Context: an optimization exercise on an open-source flow, tuned for small area. The choices shown serve that exercise and are no tape-out recipe.
In this exercise RTL edits were held to simulation tests only and were not proved equivalent to the original.
No activity file was given, so power comes from the tool's default toggle rates.

[flow/design.v]
module Req_Arb_Node_icache_intc
#(
   parameter ADDRESS_WIDTH = 32, 
   parameter UID_WIDTH     = 16
)
(
   input  logic                     request_ch0_i,
   input  logic [ADDRESS_WIDTH-1:0] address_ch0_i,
   input  logic [UID_WIDTH-1:0]     UID_ch0_i,
   output logic                     grant_ch0_o,
   input  logic                     request_ch1_i,
   input  logic [ADDRESS_WIDTH-1:0] address_ch1_i,
   input  logic [UID_WIDTH-1:0]     UID_ch1_i,
   output logic                     grant_ch1_o,
   output logic [ADDRESS_WIDTH-1:0] address_o,
   output logic                     request_o,
   output logic [UID_WIDTH-1:0]     UID_o,
   input  logic                     grant_i,
   input logic                      Flag_i
);
   logic      ch_selector;   
   always_comb
   begin
      request_o   =  request_ch0_i |   request_ch1_i;
      ch_selector = ~request_ch0_i | ( Flag_i & request_ch1_i );
      grant_ch0_o = (( request_ch0_i & ~request_ch1_i) | ( request_ch0_i & ~Flag_i)) & grant_i;
      grant_ch1_o = ((~request_ch0_i &  request_ch1_i) | ( request_ch1_i &  Flag_i)) & grant_i;    
      case(ch_selector)
         1'b1: begin address_o   = address_ch1_i; UID_o    = UID_ch1_i; end
         1'b0: begin address_o   = address_ch0_i; UID_o    = UID_ch0_i; end
      endcase
   end
endmodule
module Resp_Arb_Node_icache_intc #( parameter DATA_WIDTH = 32 )
(
    input  logic                  response_ch0_i,
    input  logic [DATA_WIDTH-1:0] read_data_ch0_i,
    input  logic                  response_ch1_i,
    input  logic [DATA_WIDTH-1:0] read_data_ch1_i,
    output logic [DATA_WIDTH-1:0] read_data_o,
    output logic                  response_o
);
    assign response_o  = response_ch0_i | response_ch1_i;
    assign read_data_o = (response_ch1_i) ? read_data_ch1_i : read_data_ch0_i;
endmodule
module DistributedArbitrationNetwork_Req_icache_intc
#(
    parameter N_CORES       = 16,
    parameter ADDRESS_WIDTH = 32,
    parameter UID_WIDTH     = 20
) 
(
   input  logic                                   clk_i,
   input  logic                                   rst_ni,
   input  logic [N_CORES-1:0]                     request_i,
   input  logic [N_CORES-1:0][ADDRESS_WIDTH-1:0]  address_i,
   input  logic [N_CORES-1:0][UID_WIDTH-1:0]      UID_i,
   output logic [N_CORES-1:0]                     grant_o,
   output logic                                   request_o,
   output logic [ADDRESS_WIDTH-1:0]               address_o,
   output logic [UID_WIDTH-1:0]                   UID_o,
   input  logic                                   grant_i
);
   logic [$clog2(N_CORES)-1:0]                    arb_FLAG_o;
   genvar j,k;
   generate
      if(N_CORES == 2)
      begin : DUAL_MASTER
          Req_Arb_Node_icache_intc 
          #( 
                  .ADDRESS_WIDTH ( ADDRESS_WIDTH ), 
                  .UID_WIDTH     ( UID_WIDTH     )
          )
          Req_Arb_Node_icache_intc_i
          (
            .request_ch0_i   ( request_i [0] ),
            .address_ch0_i   ( address_i [0] ),
            .UID_ch0_i       ( UID_i     [0] ),
            .grant_ch0_o     ( grant_o   [0] ),
            .request_ch1_i   ( request_i [1] ),
            .address_ch1_i   ( address_i [1] ),    
            .UID_ch1_i       ( UID_i     [1] ),
            .grant_ch1_o     ( grant_o   [1] ),
            .request_o       ( request_o     ),
            .address_o       ( address_o     ),
            .UID_o           ( UID_o         ),
            .grant_i         ( grant_i       ),
            .Flag_i          ( arb_FLAG_o    )
         );
      end 
      else
      begin : MULTI_MASTER
          logic [ADDRESS_WIDTH-1:0]   address_int  [N_CORES-3:0];
          logic                       request_int  [N_CORES-3:0];
          logic [UID_WIDTH-1:0]       UID_int      [N_CORES-3:0];
          logic                       grant_int    [N_CORES-3:0];
            for(j=0; j < $clog2(N_CORES); j++)
            begin : HORIZONTAL_INDEX
              for(k=0; k<2**j; k=k+1)
                begin : VERTICAL_INDEX
                  if (j == 0 )
                  begin : OUT_NODE
                    Req_Arb_Node_icache_intc 
                    #( 
                        .ADDRESS_WIDTH ( ADDRESS_WIDTH ), 
                        .UID_WIDTH     ( UID_WIDTH     )
                    )
                    Req_Arb_Node_icache_intc_i
                    (
                        .request_ch0_i   ( request_int [2*k]                ),
                        .address_ch0_i   ( address_int [2*k]                ),
                        .UID_ch0_i       ( UID_int     [2*k]                ),
                        .grant_ch0_o     ( grant_int   [2*k]                ),
                        .request_ch1_i   ( request_int [2*k+1]              ),
                        .address_ch1_i   ( address_int [2*k+1]              ),    
                        .UID_ch1_i       ( UID_int     [2*k+1]              ),
                        .grant_ch1_o     ( grant_int   [2*k+1]              ),
                        .request_o       ( request_o                        ),
                        .address_o       ( address_o                        ),
                        .UID_o           ( UID_o                            ),
                        .grant_i         ( grant_i                          ),
                        .Flag_i          ( arb_FLAG_o[$clog2(N_CORES)-j-1]  )
                    );
                  end 
                  else if ( j < $clog2(N_CORES) - 1 )
                        begin : INTERNAL_NODES
                          Req_Arb_Node_icache_intc 
                          #( 
                              .ADDRESS_WIDTH ( ADDRESS_WIDTH ), 
                              .UID_WIDTH     ( UID_WIDTH     )
                          )
                          Req_Arb_Node_icache_intc_i 
                          (
                              .request_ch0_i   ( request_int [((2**j)*2-2) + 2*k]    ),
                              .address_ch0_i   ( address_int [((2**j)*2-2) + 2*k]    ),
                              .UID_ch0_i       ( UID_int     [((2**j)*2-2) + 2*k]    ),
                              .grant_ch0_o     ( grant_int   [((2**j)*2-2) + 2*k]    ),
                              .request_ch1_i   ( request_int [((2**j)*2-2) + 2*k+1]  ),
                              .address_ch1_i   ( address_int [((2**j)*2-2) + 2*k+1]  ),    
                              .UID_ch1_i       ( UID_int     [((2**j)*2-2) + 2*k+1]  ),
                              .grant_ch1_o     ( grant_int   [((2**j)*2-2) + 2*k+1]  ),
                              .request_o       ( request_int [((2**(j-1))*2-2) + k]  ),
                              .address_o       ( address_int [((2**(j-1))*2-2) + k]  ),
                              .UID_o           ( UID_int     [((2**(j-1))*2-2) + k]  ),
                              .grant_i         ( grant_int   [((2**(j-1))*2-2) + k]  ),
                              .Flag_i          ( arb_FLAG_o  [$clog2(N_CORES)-j-1]   )   
                          );
                        end 
                     else
                        begin : INPUT_NODES
                             Req_Arb_Node_icache_intc 
                             #( 
                                 .ADDRESS_WIDTH ( ADDRESS_WIDTH ), 
                                 .UID_WIDTH     ( UID_WIDTH     )
                             )
                             Req_Arb_Node_icache_intc_i
                             (
                                 .request_ch0_i   ( request_i   [2*k]                   ),
                                 .address_ch0_i   ( address_i   [2*k]                   ),
                                 .UID_ch0_i       ( UID_i       [2*k]                   ),
                                 .grant_ch0_o     ( grant_o     [2*k]                   ),
                                 .request_ch1_i   ( request_i   [2*k+1]                 ),
                                 .address_ch1_i   ( address_i   [2*k+1]                 ),    
                                 .UID_ch1_i       ( UID_i       [2*k+1]                 ),
                                 .grant_ch1_o     ( grant_o     [2*k+1]                 ),
                                 .request_o       ( request_int [((2**(j-1))*2-2) + k]  ),
                                 .address_o       ( address_int [((2**(j-1))*2-2) + k]  ),
                                 .UID_o           ( UID_int     [((2**(j-1))*2-2) + k]  ),
                                 .grant_i         ( grant_int   [((2**(j-1))*2-2) + k]  ),
                                 .Flag_i          ( arb_FLAG_o[$clog2(N_CORES)-j-1]  )
                             );
                        end
                end
            end
    end
    endgenerate
    always_ff @(posedge clk_i or negedge rst_ni)
    begin
        if(rst_ni == 1'b0)
           arb_FLAG_o <= '0;
        else
            if( request_o  & grant_i )
            begin
                    arb_FLAG_o <= arb_FLAG_o + 1'b1;
            end
    end
endmodule
module DistributedArbitrationNetwork_Resp_icache_intc #( parameter N_CACHE_BANKS = 16, parameter DATA_WIDTH    = 32 ) 
(
   input logic [N_CACHE_BANKS-1:0]                 response_i,
   input logic [N_CACHE_BANKS-1:0][DATA_WIDTH-1:0] read_data_i,
   output logic                                    response_o,
   output logic [DATA_WIDTH-1:0]                   read_data_o
);
   genvar j,k;
   generate
      case(N_CACHE_BANKS)
        1: begin
          assign read_data_o = read_data_i;
          assign response_o  = response_i;
        end  
        2:       
        begin : DUAL_CACHE_BANKS
           Resp_Arb_Node_icache_intc 
           #(
              .DATA_WIDTH(DATA_WIDTH)
           )
           Resp_Arb_Node_icache_intc_i
           (
              .response_ch0_i  ( response_i    [0] ),
              .read_data_ch0_i ( read_data_i   [0] ),
              .response_ch1_i  ( response_i    [1] ),
              .read_data_ch1_i ( read_data_i   [1] ),
              .response_o      ( response_o        ),
              .read_data_o     ( read_data_o       )
           );
        end  
        default:
        begin : MULTI_CHACHE_BANKS   
              logic                               response_int   [N_CACHE_BANKS-3:0];
              logic [DATA_WIDTH-1:0]              read_data_int  [N_CACHE_BANKS-3:0];
                for(j=0; j < $clog2(N_CACHE_BANKS); j++)
                  begin : HORIZ_INCR
                    for(k=0; k<2**j; k=k+1)
                      begin : VERT_INCR
                        if (j == 0 )
                        begin : OUT_NODE
                           Resp_Arb_Node_icache_intc 
                           #(
                              .DATA_WIDTH      ( DATA_WIDTH        )
                           )
                           Resp_Arb_Node_icache_intc_i
                           (
                              .response_ch0_i  ( response_int  [2*k]   ),
                              .read_data_ch0_i ( read_data_int [2*k]   ),
                              .response_ch1_i  ( response_int  [2*k+1] ),
                              .read_data_ch1_i ( read_data_int [2*k+1] ),
                              .response_o      ( response_o            ),
                              .read_data_o     ( read_data_o           )
                           );                        
                        end 
                        else    if ( j < $clog2(N_CACHE_BANKS) - 1)
                                begin : INTERNAL_NODES 
                                   Resp_Arb_Node_icache_intc 
                                   #(
                                      .DATA_WIDTH      ( DATA_WIDTH        )
                                   )
                                   Resp_Arb_Node_icache_intc_i
                                   (
                                      .response_ch0_i  ( response_int  [((2**j)*2-2) + 2*k]    ),
                                      .read_data_ch0_i ( read_data_int [((2**j)*2-2) + 2*k]    ),
                                      .response_ch1_i  ( response_int  [((2**j)*2-2) + 2*k +1] ),
                                      .read_data_ch1_i ( read_data_int [((2**j)*2-2) + 2*k +1] ),
                                      .response_o      ( response_int  [((2**(j-1))*2-2) + k]  ),
                                      .read_data_o     ( read_data_int [((2**(j-1))*2-2) + k]  )
                                   );  
                                end
                                else
                                begin : INPUT_NODES
                                   Resp_Arb_Node_icache_intc 
                                   #(
                                      .DATA_WIDTH      ( DATA_WIDTH        )
                                   )
                                   Resp_Arb_Node_icache_intc_i
                                   (
                                      .response_ch0_i  ( response_i    [2*k]                  ),
                                      .read_data_ch0_i ( read_data_i   [2*k]                  ),
                                      .response_ch1_i  ( response_i    [2*k+1]                ),
                                      .read_data_ch1_i ( read_data_i   [2*k+1]                ),
                                      .response_o      ( response_int  [((2**(j-1))*2-2) + k] ),
                                      .read_data_o     ( read_data_int [((2**(j-1))*2-2) + k] )
                                   );
                                end
                      end
                  end
        end  
      endcase  
   endgenerate
endmodule
module RoutingBlock_Req_icache_intc
#(
    parameter int unsigned ADDRESS_WIDTH = 32,
    parameter int unsigned N_CORES       = 16,
    parameter int unsigned UID_WIDTH     = N_CORES,
    parameter int unsigned N_CACHE_BANKS = 8,
    parameter int unsigned DATA_WIDTH    = 32
)
(
    input  logic                                   clk_i,
    input  logic                                   rst_ni,
    output logic                                   request_o,
    output logic [ADDRESS_WIDTH-1:0]               address_o,
    output logic [UID_WIDTH-1:0]                   UID_o,
    input  logic                                   grant_i,
    input  logic [N_CORES-1:0]                     request_i,
    input  logic [N_CORES-1:0][ADDRESS_WIDTH-1:0]  address_i,
    input  logic [N_CORES-1:0][UID_WIDTH-1:0]      UID_i,
    output logic [N_CORES-1:0]                     grant_o,
    input   logic                                  response_i,
    input   logic [UID_WIDTH-1:0]                  response_UID_i,
    output  logic [N_CORES-1:0]                    response_o
);
   assign response_o = {UID_WIDTH{response_i}} & response_UID_i;
   generate
      if(N_CORES > 1)
      begin : MULTI_CORE
         DistributedArbitrationNetwork_Req_icache_intc #( .ADDRESS_WIDTH (ADDRESS_WIDTH), .UID_WIDTH(UID_WIDTH), .N_CORES(N_CORES) )  DistributedArbitrationNetwork_Req_icache_intc_i
         (
            .clk_i        ( clk_i       ),
            .rst_ni       ( rst_ni      ),
            .request_i    ( request_i   ),
            .address_i    ( address_i   ),
            .UID_i        ( UID_i       ),
            .grant_o      ( grant_o     ),
            .request_o    ( request_o   ),
            .address_o    ( address_o   ),
            .UID_o        ( UID_o       ),
            .grant_i      ( grant_i     )
         );
      end
      else
      begin : SINGLE_CORE
         assign request_o   = request_i;
         assign address_o   = address_i;
         assign UID_o       = UID_i;
         assign grant_o     = grant_i;
      end
   endgenerate
endmodule
module RoutingBlock_Resp_icache_intc
#(
   parameter int unsigned UID_WIDTH       = 8,
   parameter int unsigned UID             = 1,
   parameter int unsigned N_CACHE_BANKS   = 16,
   parameter int unsigned DATA_WIDTH      = 32,
   parameter int unsigned DEST_WIDTH      = 1
)
(
   input logic [N_CACHE_BANKS-1:0]                 response_i,
   input logic [N_CACHE_BANKS-1:0][DATA_WIDTH-1:0] read_data_i,
   output logic                                    response_o,
   output logic [DATA_WIDTH-1:0]                   read_data_o,
   input logic                                     request_i,
   input logic [DEST_WIDTH-1:0]                    destination_i,
   output logic                                    grant_o,
   output logic [N_CACHE_BANKS-1:0]                request_o,
   input  logic [N_CACHE_BANKS-1:0]                grant_i,
   output logic [UID_WIDTH-1:0]                    UID_o    
);
   typedef logic [UID_WIDTH-1:0] logic_uid_type;
   DistributedArbitrationNetwork_Resp_icache_intc  #( .N_CACHE_BANKS(N_CACHE_BANKS), .DATA_WIDTH(DATA_WIDTH) )  DistributedArbitrationNetwork_Resp_icache_intc_i
   (
      .response_i  ( response_i  ),
      .read_data_i ( read_data_i ),
      .response_o  ( response_o  ),
      .read_data_o ( read_data_o )
   );
      always @(*)
      begin
         request_o = '0;
         request_o [destination_i] = request_i;
         grant_o                    = grant_i[destination_i];
         UID_o                      = logic_uid_type'(UID);
      end
endmodule
module icache_intc 
#(
    parameter ADDRESS_WIDTH  = 32,
    parameter N_CORES        = 8,
    parameter N_AUX_CHANNEL  = 0,
    parameter UID_WIDTH      = N_CORES+N_AUX_CHANNEL,
    parameter DATA_WIDTH     = 32,
    parameter N_CACHE_BANKS  = 16,
    parameter OFFSET         = $clog2(DATA_WIDTH)-3
)
(
   input  logic                                                      clk_i,
   input  logic                                                      rst_ni,
   input  logic [N_CORES+N_AUX_CHANNEL-1:0]                          request_i,
   input  logic [N_CORES+N_AUX_CHANNEL-1:0][ADDRESS_WIDTH-1:0]       address_i,
   output logic [N_CORES+N_AUX_CHANNEL-1:0]                          grant_o,
   output logic [N_CORES+N_AUX_CHANNEL-1:0]                          response_o,
   output logic [N_CORES+N_AUX_CHANNEL-1:0][DATA_WIDTH-1:0]          read_data_o,
   output logic [N_CACHE_BANKS-1:0]                                  request_o,
   output logic [N_CACHE_BANKS-1:0][ADDRESS_WIDTH-1:0]               address_o,
   output logic [N_CACHE_BANKS-1:0][UID_WIDTH-1:0]                   UID_o,
   input  logic [N_CACHE_BANKS-1:0]                                  grant_i,
   input  logic [N_CACHE_BANKS-1:0][DATA_WIDTH-1:0]                  read_data_i,
   input  logic [N_CACHE_BANKS-1:0]                                  response_i,
   input  logic [N_CACHE_BANKS-1:0][UID_WIDTH-1:0]                   response_UID_i
);
   localparam DEST_WIDTH  = (N_CACHE_BANKS == 1) ? 1'b1 : $clog2(N_CACHE_BANKS);
   logic [N_CORES+N_AUX_CHANNEL-1:0][UID_WIDTH-1:0]   UID_int;
   logic [N_CORES+N_AUX_CHANNEL-1:0]                  grant_from_CB     [N_CACHE_BANKS-1:0];
   logic [N_CACHE_BANKS-1:0]                          request_from_CORE [N_CORES+N_AUX_CHANNEL-1:0];
   logic [N_CORES+N_AUX_CHANNEL-1:0]                  response_from_CB  [N_CACHE_BANKS-1:0];
   logic [N_CACHE_BANKS-1:0]                          response_to_CORE  [N_CORES+N_AUX_CHANNEL-1:0];
   logic [N_CORES+N_AUX_CHANNEL-1:0]                  request_to_CB     [N_CACHE_BANKS-1:0];
   logic [N_CACHE_BANKS-1:0]                          grant_to_CORE     [N_CORES+N_AUX_CHANNEL-1:0];
   logic [N_CORES+N_AUX_CHANNEL-1:0][DEST_WIDTH-1:0]  destination;
   genvar j,k;
   generate
      for (k=0; k<N_CORES+N_AUX_CHANNEL; k++)
      begin : Destination_blk
         if(N_CACHE_BANKS == 1)
            assign destination[k] = 1'b0;
         else
            assign destination[k] = address_i[k][OFFSET+$clog2(N_CACHE_BANKS)-1:OFFSET];
         for (j=0; j<N_CACHE_BANKS; j++)
         begin : Swapping
            assign response_to_CORE[k][j] = response_from_CB[j][k];
            assign request_to_CB[j][k]    = request_from_CORE[k][j];
            assign grant_to_CORE[k][j]    = grant_from_CB[j][k];
         end
      end
      for (j=0; j<N_CACHE_BANKS; j++)
      begin : RoutingRequestNetwork
         if(N_AUX_CHANNEL == 0)
         begin : NO_AUX_CHANNEL
            RoutingBlock_Req_icache_intc #( .ADDRESS_WIDTH(ADDRESS_WIDTH), .N_CORES(N_CORES), .UID_WIDTH(UID_WIDTH), .N_CACHE_BANKS(N_CACHE_BANKS), .DATA_WIDTH(DATA_WIDTH)) RoutingBlock_Req_icache_intc_i
            (
               .clk_i          ( clk_i                ),
               .rst_ni         ( rst_ni               ),
               .request_o      ( request_o        [j] ),
               .address_o      ( address_o        [j] ),
               .UID_o          ( UID_o            [j] ),
               .grant_i        ( grant_i          [j] ),
               .request_i      ( request_to_CB    [j] ),
               .address_i      ( address_i            ),
               .UID_i          ( UID_int              ),
               .grant_o        ( grant_from_CB    [j] ),
               .response_i     ( response_i       [j] ),
               .response_UID_i ( response_UID_i   [j] ),
               .response_o     ( response_from_CB [j] )
            );
         end
         else
         begin : WITH_AUX_CH
               RoutingBlock_2ch_Req_icache_intc #( .ADDRESS_WIDTH(ADDRESS_WIDTH), .N_CORES(N_CORES), .N_AUX_CHANNEL(N_AUX_CHANNEL), .UID_WIDTH(UID_WIDTH), .N_CACHE_BANKS(N_CACHE_BANKS), .DATA_WIDTH(DATA_WIDTH)) RoutingBlock_Req_icache_intc_i
               (
                  .clk_i          ( clk_i                ),
                  .rst_ni         ( rst_ni               ),
                  .request_o      ( request_o        [j] ),
                  .address_o      ( address_o        [j] ),
                  .UID_o          ( UID_o            [j] ),
                  .grant_i        ( grant_i          [j] ),
                  .request_i      ( request_to_CB    [j] ),
                  .address_i      ( address_i            ),
                  .UID_i          ( UID_int              ),
                  .grant_o        ( grant_from_CB    [j] ),
                  .response_i     ( response_i       [j] ),
                  .response_UID_i ( response_UID_i   [j] ),
                  .response_o     ( response_from_CB [j] )
               );
         end
      end
      for (j=0; j<  N_CORES+N_AUX_CHANNEL; j++)
      begin : RoutingResponsetNetwork
         RoutingBlock_Resp_icache_intc #( .UID(2**j), .DEST_WIDTH(DEST_WIDTH), .N_CACHE_BANKS(N_CACHE_BANKS), .DATA_WIDTH(DATA_WIDTH), .UID_WIDTH(UID_WIDTH) ) RoutingBlock_Resp_icache_intc_i
         (
            .response_i    ( response_to_CORE  [j] ),
            .read_data_i   ( read_data_i           ),
            .response_o    ( response_o        [j] ),
            .read_data_o   ( read_data_o       [j] ),
            .request_i     ( request_i         [j] ),
            .destination_i ( destination       [j] ),
            .grant_o       ( grant_o           [j] ),
            .request_o     ( request_from_CORE [j] ),
            .grant_i       ( grant_to_CORE     [j] ),
            .UID_o         ( UID_int           [j] )
         );
      end
    endgenerate
endmodule
module icache_intc_top (
   input  logic          clk_i,
   input  logic          rst_ni,
   input  logic [7:0]    request_i,
   input  logic [255:0]  address_i,
   output logic [7:0]    grant_o,
   output logic [7:0]    response_o,
   output logic [255:0]  read_data_o,
   output logic [15:0]   request_o,
   output logic [511:0]  address_o,
   output logic [127:0]  UID_o,
   input  logic [15:0]   grant_i,
   input  logic [511:0]  read_data_i,
   input  logic [15:0]   response_i,
   input  logic [127:0]  response_UID_i
);
   icache_intc #(
      .ADDRESS_WIDTH ( 32 ),
      .N_CORES       ( 8  ),
      .N_AUX_CHANNEL ( 0  ),
      .DATA_WIDTH    ( 32 ),
      .N_CACHE_BANKS ( 16 )
   ) i_icache_intc (
      .clk_i          ( clk_i          ),
      .rst_ni         ( rst_ni         ),
      .request_i      ( request_i      ),
      .address_i      ( address_i      ),
      .grant_o        ( grant_o        ),
      .response_o     ( response_o     ),
      .read_data_o    ( read_data_o    ),
      .request_o      ( request_o      ),
      .address_o      ( address_o      ),
      .UID_o          ( UID_o          ),
      .grant_i        ( grant_i        ),
      .read_data_i    ( read_data_i    ),
      .response_i     ( response_i     ),
      .response_UID_i ( response_UID_i )
   );
endmodule
[flow/run.sh]
#!/bin/bash
# synth_recipe.tcl (not shown) runs the flow's synth.tcl, then flattens the netlist and writes it again
# the make line also repeats each setting of config.mk as NAME=value (left out here)
make -C /OpenROAD-flow-scripts/flow DESIGN_CONFIG=/design/flow/config.mk WORK_HOME=/design/flow/orfs CLKGATE_MAP_FILE= SYNTH_SCRIPT=/design/flow/synth_recipe.tcl finish
[flow/config.mk]
export PLATFORM = sky130hd
export DESIGN_NAME = icache_intc_top
export DESIGN_NICKNAME = icache_intc_top
export VERILOG_FILES = /design/flow/design.v
export SDC_FILE = /design/flow/constraint.sdc
export NUM_CORES = 8
export LEC_CHECK = 0
export CAP_MARGIN = 20
export CELL_PAD_IN_SITES_DETAIL_PLACEMENT = 2
export CELL_PAD_IN_SITES_GLOBAL_PLACEMENT = 4
export CORE_AREA = 10 10 650 650
export DIE_AREA = 0 0 660 660
export PLACE_DENSITY = 0.3
export SLEW_MARGIN = 20
[flow/constraint.sdc]
create_clock -name core_clock -period 10.0 [get_ports {clk_i}]
set_input_delay 2.0000 -clock core_clock [delete_from_list [all_inputs] [get_ports {clk_i}]]
set_output_delay 2.0000 -clock core_clock [all_outputs]
set_load 0.01 [all_outputs]
==> summary.txt <==
top cells by area, synth=nand2_1 (9.9%), a21oi_1 (9.7%), clkbuf_1 (7.4%), a222oi_1 (6.8%), a311oi_1 (6.7%); GRT Overall Usage=47.79%; Register Area=1201 sq um; postcts setup bufs=0; CTS Hold Buffers Added=0; Peak VDD IR=0.1622 mV; outcome=finished clean; worst-path maximum fanout=25; Routed WL=1,115,000 um; Seq/Total Area, Yosys=1.594%; Ys Warns=27; max_cap viols=0; internal power=3.370 mW; maximum operating frequency=102.9 MHz; Synth Flop Type=dfrtp_1; Area Growth Syn to Fin=38.34%; commonest non-fill, non-tap cell in the layout=nand2_1; TritonRoute pass-1 iters=14; Overflow after GRT=0; switching power=7.017 mW; Least-Margin Pin Slew=1.362 ns; Static Leak=36.68 nW; Setup-failing EPs final=0; clk slew on worst S/H paths=0.11 ns; HPWL Detailed=842,300 um; port bufs=1,865; Synth area leader=nand2_1; Max Slew Vio Count=0; CP Capture Type=output pin; clk_skew=0.01675 ns; Pwr Total=10.39 mW; hold-critical path depth=1; maximum root-to-sink buffer count=2; # clock sinks=48; H-tree depth reported by CTS=2; critical path depth=13; Yosys reg bits=48; Final period util=97.14%; Synth Instances=12,597; critical-path cell list=clkdlybuf4s50_1 -> inv_1 -> ha_1 -> or4bb_1 -> a21oi_1 -> nor2b_1 -> nor2_4 -> buf_4 -> a21oi_1 -> a221oi_1 -> buf_4 -> mux2i_1 -> clkdlybuf4s50_1; CTS tree=built; placer congestion estimate=1.053; Starting Density=18.50%; Crit Path Class=in2out; Final Hold Viols=0; part of the power in combinational logic=90.2%; CTS Buf Count=5; die height=660 um; reg2reg path depth=2; num rows=234; Critical Path RT=8.00 ns; DR vias=134,283; Net Count, Synth=13,559; min-delay worst type=reg2reg; Finished Layout Cells=18,971; critical path's top delay family=buffers and inverters; CP peak stage delay=0.63 ns; post-cts sizing count=0; register share of total power=7.1%; Setup crit start kind=input pin; footprint of the multi-input gates=66,620 sq um; relative slew slack=9.211%; post-route minimum period=9.714 ns; placed cells=18,763; crit path buf inv count=5; RSZ-0062 raised after global routing=no; reg2reg setup slack=8.25 ns; Ports=1,866; Final #Nets=14,309; commonest non-fill, non-tap cells in the layout=nand2_1 (1,943), clkdlybuf4s50_1 (1,798), a21oi_1 (1,414), buf_4 (976), nor2_1 (955); initial antenna violation count=351; Routed wire per std cell=58.78 um; Power Dens Cells=99.65 nW/um^2; Critical Path AT=7.71 ns; die footprint=435,600 sq um; Die W=660 um; syn_area_per_cell=5.981 sq um; final setup TNS=0 ns; switching share of power=67.56%; post-synth top area share=9.869%; setup ws final=0.2858 ns; first-pass GRT wire length=1,406,000 um; number of DRC markers in iteration 0=26,065; CP max-delay cell=clkdlybuf4s50_1; fraction of registers with async set/reset=100.0%; latest clock arrival within the worst-skew pair=0.36 ns; EDFF count, synth=0; synthesized area=75,350 sq um; Filler Cells Inserted=48,101; largest net degree at the start of global routing=85; DRC viols=0; clock network power share=2.7%; post-DR vias/cell=7.078; dpl ws=0.5713 ns; library cells used by synthesis=131; core area=407,300 sq um; root buf cell=clkbuf_16; DRT antenna net count=0; share of layout cells above drive strength 1=14.37%; vias in the first global route=124,714
==> worst reg2reg max path, cell delays in order, from the launching register on <==
cell	delay (ns)
dfrtp_1	1.02
ha_1	0.37
mux2_2	0.26
==> per-layer routing <==
| layer | global-route usage (%) | up-vias | share of wire, % |
|---|---|---|---|
| met5 | 0.1954 | - | 0.076 |
| met4 | 31.56 | 106 | 8.2 |
| met3 | 18.30 | 2541 | 13 |
| met2 | 68.23 | 11377 | 40 |
| met1 | 59.23 | 70516 | 39 |
| li1 | - | 49743 | - |
==> cell type report <==
cell class              count  area share [%]
multi-input cells       10267           63.91
flip-flops and latches     48           1.152
diodes                    195          0.4681
clock inverters             3         0.06602
repair buffers           2964           27.55
well taps                5428           6.515
inverters                  61          0.2197
clock buffers               5          0.1200
==> path summary, 6_finish.rpt <==
check	from	to
worst max register to register	register	register
worst min-delay path	register	register
worst min register to register	register	register
min in group asynchronous	rst_ni	async pin
max in group asynchronous	rst_ni	async pin
worst max-delay path	address_i[162]	address_o[212]
==> per-stage QoR <==
| step | cell area, sq um | hold slack, ns | utilization, % |
|---|---|---|---|
| floorplan | 75350 | 0.4453 | - |
| global placement | 103300 | 0.4684 | 25.37 |
| detailed placement | 103400 | 0.4825 | 25.39 |
| CTS | 103600 | 0.5024 | 25.44 |
| global route | 104100 | 0.5166 | 25.55 |
| finish | 104200 | 0.5064 | 25.59 |
==> cell families (layout without fill, tap and decap cells) <==
family                   count (synthesis)  after routing  share of synthesized area (%)
AO/OA/AOI/OAI                         4935           4935                          47.32
XOR/XNOR                                42             42                         0.5081
adder cells (fa/ha/maj)                 24             24                         0.3985
buffers and inverters                 2282           3033                          12.27
flip-flops                              48             48                          1.594
multiplexers                           859            859                          12.07
other                                    0            195                              0
AND/OR/NAND/NOR                       4407           4407                          25.84
==> synthesized netlist by cell type, types with 183 or more instances <==
library cell  number
nand2_1         1981
clkbuf_1        1493
a21oi_1         1456
nor2_1           978
nand3_1          647
a311oi_1         577
a211oi_1         516
a222oi_1         513
mux2i_1          492
buf_1            346
mux2_2           341
o21ai_0          320
a31oi_1          315
a221oi_1         290
a22oi_1          264
nor3_1           210
and2_1           207
buf_2            195
a221o_1          183
==> power by group through the flow <==
stage	Combinational [mW]	Sequential [mW]	Clock, mW
2_1_floorplan	3.41	0.372	0
3_3_place_gp	8.72	0.717	0
3_5_place_dp	8.83	0.719	0
4_1_cts	8.85	0.715	0.280
5_1_grt	9.29	0.730	0.285
6_report	9.37	0.736	0.279

## afterwards: timing with drivers on the ports
In the flow no input, the clock included, has a driving cell. The finished layout below was timed again as built, in two steps.
Step 1 (the two cells are an assumption about what drives the block):
set clk [get_ports {clk_i}]
set_driving_cell -lib_cell sky130_fd_sc_hd__clkbuf_16 $clk
set_driving_cell -lib_cell sky130_fd_sc_hd__buf_2 [delete_from_list [all_inputs] $clk]
Step 2 moves the port delays by t, midway between the first and last clock arrival at a register: inputs arrive t later, outputs are due t later. That takes back most of the time a late clock gives input paths.
Slacks: ideal ports / drivers / drivers and shift; pairs: ideal ports / drivers.
t (ns): 0.413
setup slack, ns: 0.286 / 0.226 / 0.226
worst setup path after step 2: input to output
After both steps setup and hold are still met in this run. For this run, drivers alone change the setup slack by -0.060 ns; drivers and shift together by -0.060 ns.
